From an optimization exercise on the open Yosys and OpenROAD flow, aimed at small area and a short achievable clock period; shortcuts taken in it are not production practice.
Only simulation tests tie the RTL to the original design; equivalence was not proved.
The flow treats the clock pin as an ideal source, which a real chip does not have.
Power figures rest on the tool's default switching activity, not on a simulated workload.

==> flow/design.v (excerpt) <==
module sync_fifo_32x8 #(
  parameter DEPTH = 32,
  parameter WIDTH = 8
) (
  input clk, rst,
  input wr_en,
  input wire [WIDTH-1:0] din,
  output full,
  input rd_en,
  output reg [WIDTH-1:0] dout,
  output empty
);
For scale: roughly 750 cells after synthesis.
clock: 3.3 ns
lec_check: 0
cap_margin: 20
core_margin: 2
core_utilization: 40
cts_cluster_diameter: 80
cts_cluster_size: 50
place_density: 0.6
setup_slack_margin: 1.5
slew_margin: 20
standard.sh (not shown) runs the stock make flow with config.mk's settings and CLKGATE_MAP_FILE= SYNTH_SCRIPT=/design/flow/synth_recipe.tcl, a recipe that flattens the netlist after the stock synthesis.
==> flow/flow/run.sh <==
#!/bin/bash
# Own layout flow: the standard ORFS flow with three changes.
#  - The platform's don't-use list is extended by flow/dont_use.txt's extra
#    cells (a slow single-size gate and the delay cells), for synthesis,
#    port buffering and repair.
#  - The CTS step's repair is replaced by flow/post_cts.tcl, which drops the
#    clock tree's root buffer (the clock port then drives the tree's two
#    first-level buffers) and repairs timing in a few passes.
# Each step's output goes to its own log here; ORFS's per-tool logs are under
# orfs/logs/.
set -euo pipefail
W=$PWD
DU="$(tr '\n' ' ' < "$W/flow/dont_use.txt")"
bash standard.sh synth "DONT_USE_CELLS=$DU" > "$W/run_synth.log" 2>&1
bash standard.sh floorplan place "DONT_USE_CELLS=$DU" > "$W/run_place.log" 2>&1
bash standard.sh cts "DONT_USE_CELLS=$DU" SKIP_CTS_REPAIR_TIMING=1 "POST_CTS_TCL=$W/flow/post_cts.tcl" > "$W/run_cts.log" 2>&1
bash standard.sh finish "DONT_USE_CELLS=$DU" SKIP_CTS_REPAIR_TIMING=1 "POST_CTS_TCL=$W/flow/post_cts.tcl" > "$W/run_finish.log" 2>&1
Other scripts of this flow, unchanged in this note and not shown: flow/flow/dont_use.txt, flow/flow/post_cts.tcl
Edit:
--- a/flow/config.mk
+++ b/flow/config.mk
@@ -9,7 +9,7 @@
 export CORE_MARGIN = 2
 export CORE_UTILIZATION = 40
-export CTS_CLUSTER_DIAMETER = 80
-export CTS_CLUSTER_SIZE = 50
+export CTS_CLUSTER_DIAMETER = 60
+export CTS_CLUSTER_SIZE = 40
 export PLACE_DENSITY = 0.6
-export SETUP_SLACK_MARGIN = 1.5
+export SETUP_SLACK_MARGIN = 1.8
 export SLEW_MARGIN = 20
- final area came out higher by roughly a tenth
- core utilization rose by 4.2 points
- wire length grows by a few percent
- fmax climbs slightly
- die area does not change
- area after synthesis stays the same
- final cell count climbs by a few percent

---

sync_fifo_32x8, a different RTL version from the one above (not shown whole).
Size in the first run: ~280 flip-flops, about 11000 µm² of cells after synthesis.
make LEC_CHECK=0 ABC_CLOCK_PERIOD_IN_PS=1200 CAP_MARGIN=20 CORE_MARGIN=2 CORE_UTILIZATION=60 CTS_CLUSTER_DIAMETER=60 CTS_CLUSTER_SIZE=30 PLACE_DENSITY=0.75 SETUP_SLACK_MARGIN=1.3 SLEW_MARGIN=20 finish   # period 3.3 ns
run.sh (not shown) runs the stock make flow with config.mk's settings and CLKGATE_MAP_FILE= SYNTH_SCRIPT=/design/flow/synth_recipe.tcl, a recipe that flattens the netlist after the stock synthesis.
Stock flow here: none of the scripts above is used.
Then changed:
ABC_CLOCK_PERIOD_IN_PS = default   (was 1200)
CORE_UTILIZATION = 40   (was 60)
CTS_CLUSTER_DIAMETER = default   (was 60)
CTS_CLUSTER_SIZE = default   (was 30)
PLACE_DENSITY = 0.6   (was 0.75)
SETUP_SLACK_MARGIN = 1.8   (was 1.3)
Result: Clock power increases by 28%; cell area increases by 9.8%; synthesized area does not change; worst setup slack gains 0.086 ns; via count increases by 3.9%; register-to-register slack gains 0.09 ns.
Then changed:
SETUP_SLACK_MARGIN = 0.2   (was 1.8)
Final area falls by about 9%. Setup slack is worse by 0.49 ns. Clock skew falls by 0.0059 ns. Sequential power rises by about 4%.
Then changed:
SETUP_SLACK_MARGIN = 1.3   (was 0.2)
Effect: Utilization increases by 1.4 points; worst hold slack improved by 0.027 ns; worst setup slack is better by 0.47 ns; sequential share of layout area fell by 1.8 points; area after synthesis does not change; die area does not change; clock skew increases by 0.013 ns; clock-buffer cell count is higher by 5; flip-flop and latch count does not change; first-iteration DRC count came out higher by roughly a tenth.

---

The RTL this note starts from:
==> flow/design.v <==
module sync_fifo_32x8 #(
  parameter DEPTH = 32,
  parameter WIDTH = 8
) (
  input clk, rst,
  input wr_en,
  input wire [WIDTH-1:0] din,
  output full,
  input rd_en,
  output reg [WIDTH-1:0] dout,
  output empty
);
  reg [WIDTH-1:0] fifo [0:DEPTH-1];
  reg [4:0] wr_ptr, rd_ptr;
  reg [7:0] rd_lo;             
  reg [3:0] rd_hi;             
  reg full_r, nempty_r;
  reg [7:0] wr_lo;             
  reg [3:0] wr_hi;             
  reg rd_byp;
  reg [WIDTH-1:0] wr_data;
  function [4:0] succ;
    input [4:0] p;
    succ = {p[3:0], p[4] ^ p[2] ^ (p[3:0] == 4'b0000)};
  endfunction
  wire [4:0] wr_nxt = succ(wr_ptr);
  wire [4:0] rd_nxt = succ(rd_ptr);
  wire almost_full  = (wr_nxt == rd_ptr);    
  wire almost_empty = (rd_nxt == wr_ptr);    
  wire wa = wr_en & ~full_r;
  wire ra = rd_en & nempty_r;
  wire [4:0] rd_new  = ra ? rd_nxt : rd_ptr;
  wire       byp_new = wa & (~nempty_r | (almost_empty & ra));
  reg [WIDTH-1:0] rdata;
  integer i, j;
  always @* begin
    rdata = wr_data & {WIDTH{rd_byp}};
    for (i = 0; i < DEPTH; i = i + 1)
      rdata = rdata | (fifo[i] & {WIDTH{rd_hi[i >> 3] & rd_lo[i & 7]}});
  end
  always @(posedge clk or posedge rst) begin
    if (rst) begin
      wr_ptr   <= 5'd0;
      rd_ptr   <= 5'd0;
      rd_lo    <= 8'd1;
      rd_hi    <= 4'd1;
      full_r   <= 1'b0;
      nempty_r <= 1'b0;
      wr_hi    <= 4'd0;
      rd_byp   <= 1'b0;
      dout     <= {WIDTH{1'b0}};
    end else begin
      if (wa) wr_ptr <= wr_nxt;
      rd_ptr   <= rd_new;
      rd_lo    <= 8'd1 << rd_new[2:0];
      rd_hi    <= byp_new ? 4'd0 : (4'd1 << rd_new[4:3]);
      rd_byp   <= byp_new;
      wr_hi    <= wa ? (4'd1 << wr_ptr[4:3]) : 4'd0;
      if (ra) dout <= rdata;
      full_r   <= full_r ? ~ra : (almost_full & wa & ~ra);
      nempty_r <= nempty_r ? ~(almost_empty & ra & ~wa) : wa;
    end
  end
  always @(posedge clk) begin
    wr_data <= din;
    wr_lo   <= 8'd1 << wr_ptr[2:0];
    for (j = 0; j < DEPTH; j = j + 1)
      if (wr_hi[j >> 3] & wr_lo[j & 7]) fifo[j] <= wr_data;
  end
  assign full  = full_r;
  assign empty = ~nempty_r;
endmodule
export LEC_CHECK = 0
export CAP_MARGIN = 20
export CORE_MARGIN = 2
export CORE_UTILIZATION = 40
export CTS_CLUSTER_DIAMETER = 60
export CTS_CLUSTER_SIZE = 40
export PLACE_DENSITY = 0.6
export SETUP_SLACK_MARGIN = 1.4
export SLEW_MARGIN = 20
create_clock -name core_clock -period 3.3 [get_ports {clk}]
standard.sh (not shown) runs the stock make flow with config.mk's settings and CLKGATE_MAP_FILE= SYNTH_SCRIPT=/design/flow/synth_recipe.tcl, a recipe that flattens the netlist after the stock synthesis.
==> flow/flow/post_cts.tcl <==
# Runs at the end of ORFS's CTS step (POST_CTS_TCL), with the CTS step's own
# repair skipped (SKIP_CTS_REPAIR_TIMING=1).
# 1. The clock tree's root buffer only drives the two buffers of the tree's
#    first level; drop it and let the clock port drive those two directly
#    (the port then feeds 2 cell pins). Every register keeps the same number
#    of buffers from the port, so no register's clock moves against another's.
# 2. Repair setup and hold as the CTS step would, in a few passes.
set block [ord::get_db_block]
set root [$block findInst clkbuf_0_clk]
if {$root != "NULL"} {
  set rnet [[$root findITerm X] getNet]
  set pnet [[$root findITerm A] getNet]
  set n 0
  foreach it [$rnet getITerms] {
    if {[$it getInst] != $root} { incr n }
  }
  if {$n <= 4} {
    foreach it [$rnet getITerms] {
      if {[$it getInst] != $root} { $it disconnect; $it connect $pnet }
    }
    [$root findITerm A] disconnect
    odb::dbInst_destroy $root
    odb::dbNet_destroy $rnet
    puts "post_cts: removed clkbuf_0_clk, port drives $n buffers"
  }
}
estimate_parasitics -placement
puts "post_cts: before repair WS [sta::worst_slack_cmd max]"
set npass 3
if {[info exists ::env(FLOW_REPAIR_PASSES)]} { set npass $::env(FLOW_REPAIR_PASSES) }
for {set i 0} {$i < $npass} {incr i} {
  repair_timing_helper
  puts "post_cts: pass $i WS [sta::worst_slack_cmd max]"
}
detailed_placement
check_placement -verbose
estimate_parasitics -placement
puts "post_cts: after repair WS [sta::worst_slack_cmd max]"
Scripts as last shown in full above: flow/flow/run.sh
Other scripts of this flow, unchanged in this note and not shown: flow/flow/dont_use.txt
The baseline went through all stages and came out clean.
Change:
CORE_UTILIZATION = 60   (was 40)
PLACE_DENSITY = 0.72   (was 0.6)
SETUP_SLACK_MARGIN = 1.5   (was 1.4)
The new run finished with timing, DRC and antenna clean. Non-clock buffer count went up by 8. Utilization went up by 23 points. Synthesized area is unchanged.
Change:
--- a/flow/flow/post_cts.tcl
+++ b/flow/flow/post_cts.tcl
@@ -7 +7,3 @@
-# 2. Repair setup and hold as the CTS step would, in a few passes.
+# 2. Repair setup and hold as the CTS step would, in a few passes, but
+#    letting the resizer pick cells of any footprint (detailed placement
+#    legalizes the result).
@@ -32 +34,2 @@
-  repair_timing_helper
+  repair_timing -setup_margin $::env(SETUP_SLACK_MARGIN) -hold_margin 0 \
+    -repair_tns 100 -verbose
CORE_UTILIZATION = 40   (was 60)
PLACE_DENSITY = 0.6   (was 0.72)
Outcome: The changed run completed with no timing, DRC or antenna violations. Via count fell by a few percent. Synthesized cell count stays the same. Power rose slightly. Worst hold slack degrades by 72 ps. Global-route usage fell by 9.6 points. Wire length rose by a few percent. Worst setup slack improves by 20 ps. Clock power fell by a few percent.

-- re-timing with driven ports --
How much do the figures lean on ideal ports? The routed layouts below were timed once more, with nothing changed but the port constraints. Step 1 (the two cells are an assumption about what drives the block):
set clk [get_ports {clk}]
set_driving_cell -lib_cell sky130_fd_sc_hd__clkbuf_16 $clk
set_driving_cell -lib_cell sky130_fd_sc_hd__buf_2 [delete_from_list [all_inputs] $clk]
Step 2 adds t to the input delays and takes it off the output delays; t is the mean of the earliest and latest rising clock arrival at the registers after step 1. Input paths then give back, and output paths get back, about the clock's delay inside the block. a / b / c = no drivers / after step 1 / after step 2; a / b = the first two.
run	t, ns	setup WS [ns]	hold WS [ns]	worst setup path at the end
the first run of note 1	0.425	1.498 / 1.498 / 1.198	0.287 / 0.247 / 0.583	input to register
the second run of note 1	0.466	1.512 / 1.513 / 1.446	0.322 / 0.283 / 0.583	input to register
the first run of note 2	0.530	1.263 / 1.263 / 0.851	0.610 / 0.589 / 0.615	input to register
the second run of note 2	0.571	1.349 / 1.349 / 1.028	0.595 / 0.573 / 0.689	input to register
the third run of note 2	0.575	0.856 / 0.856 / 0.370	0.605 / 0.605 / 0.605	input to register
the fourth run of note 2	0.577	1.323 / 1.313 / 0.820	0.632 / 0.617 / 0.663	input to register
the first run of note 3	0.448	1.423 / 1.423 / 1.056	0.317 / 0.277 / 0.543	input to register
the second run of note 3	0.452	1.462 / 1.462 / 1.188	0.323 / 0.282 / 0.540	input to register
the third run of note 3	0.456	1.481 / 1.481 / 1.224	0.252 / 0.211 / 0.580	input to register
After both steps setup and hold are still met in every run listed. The setup slack of the fourth run of note 2, which loses most, moves by -0.010 ns with the drivers and by -0.503 ns with both steps.
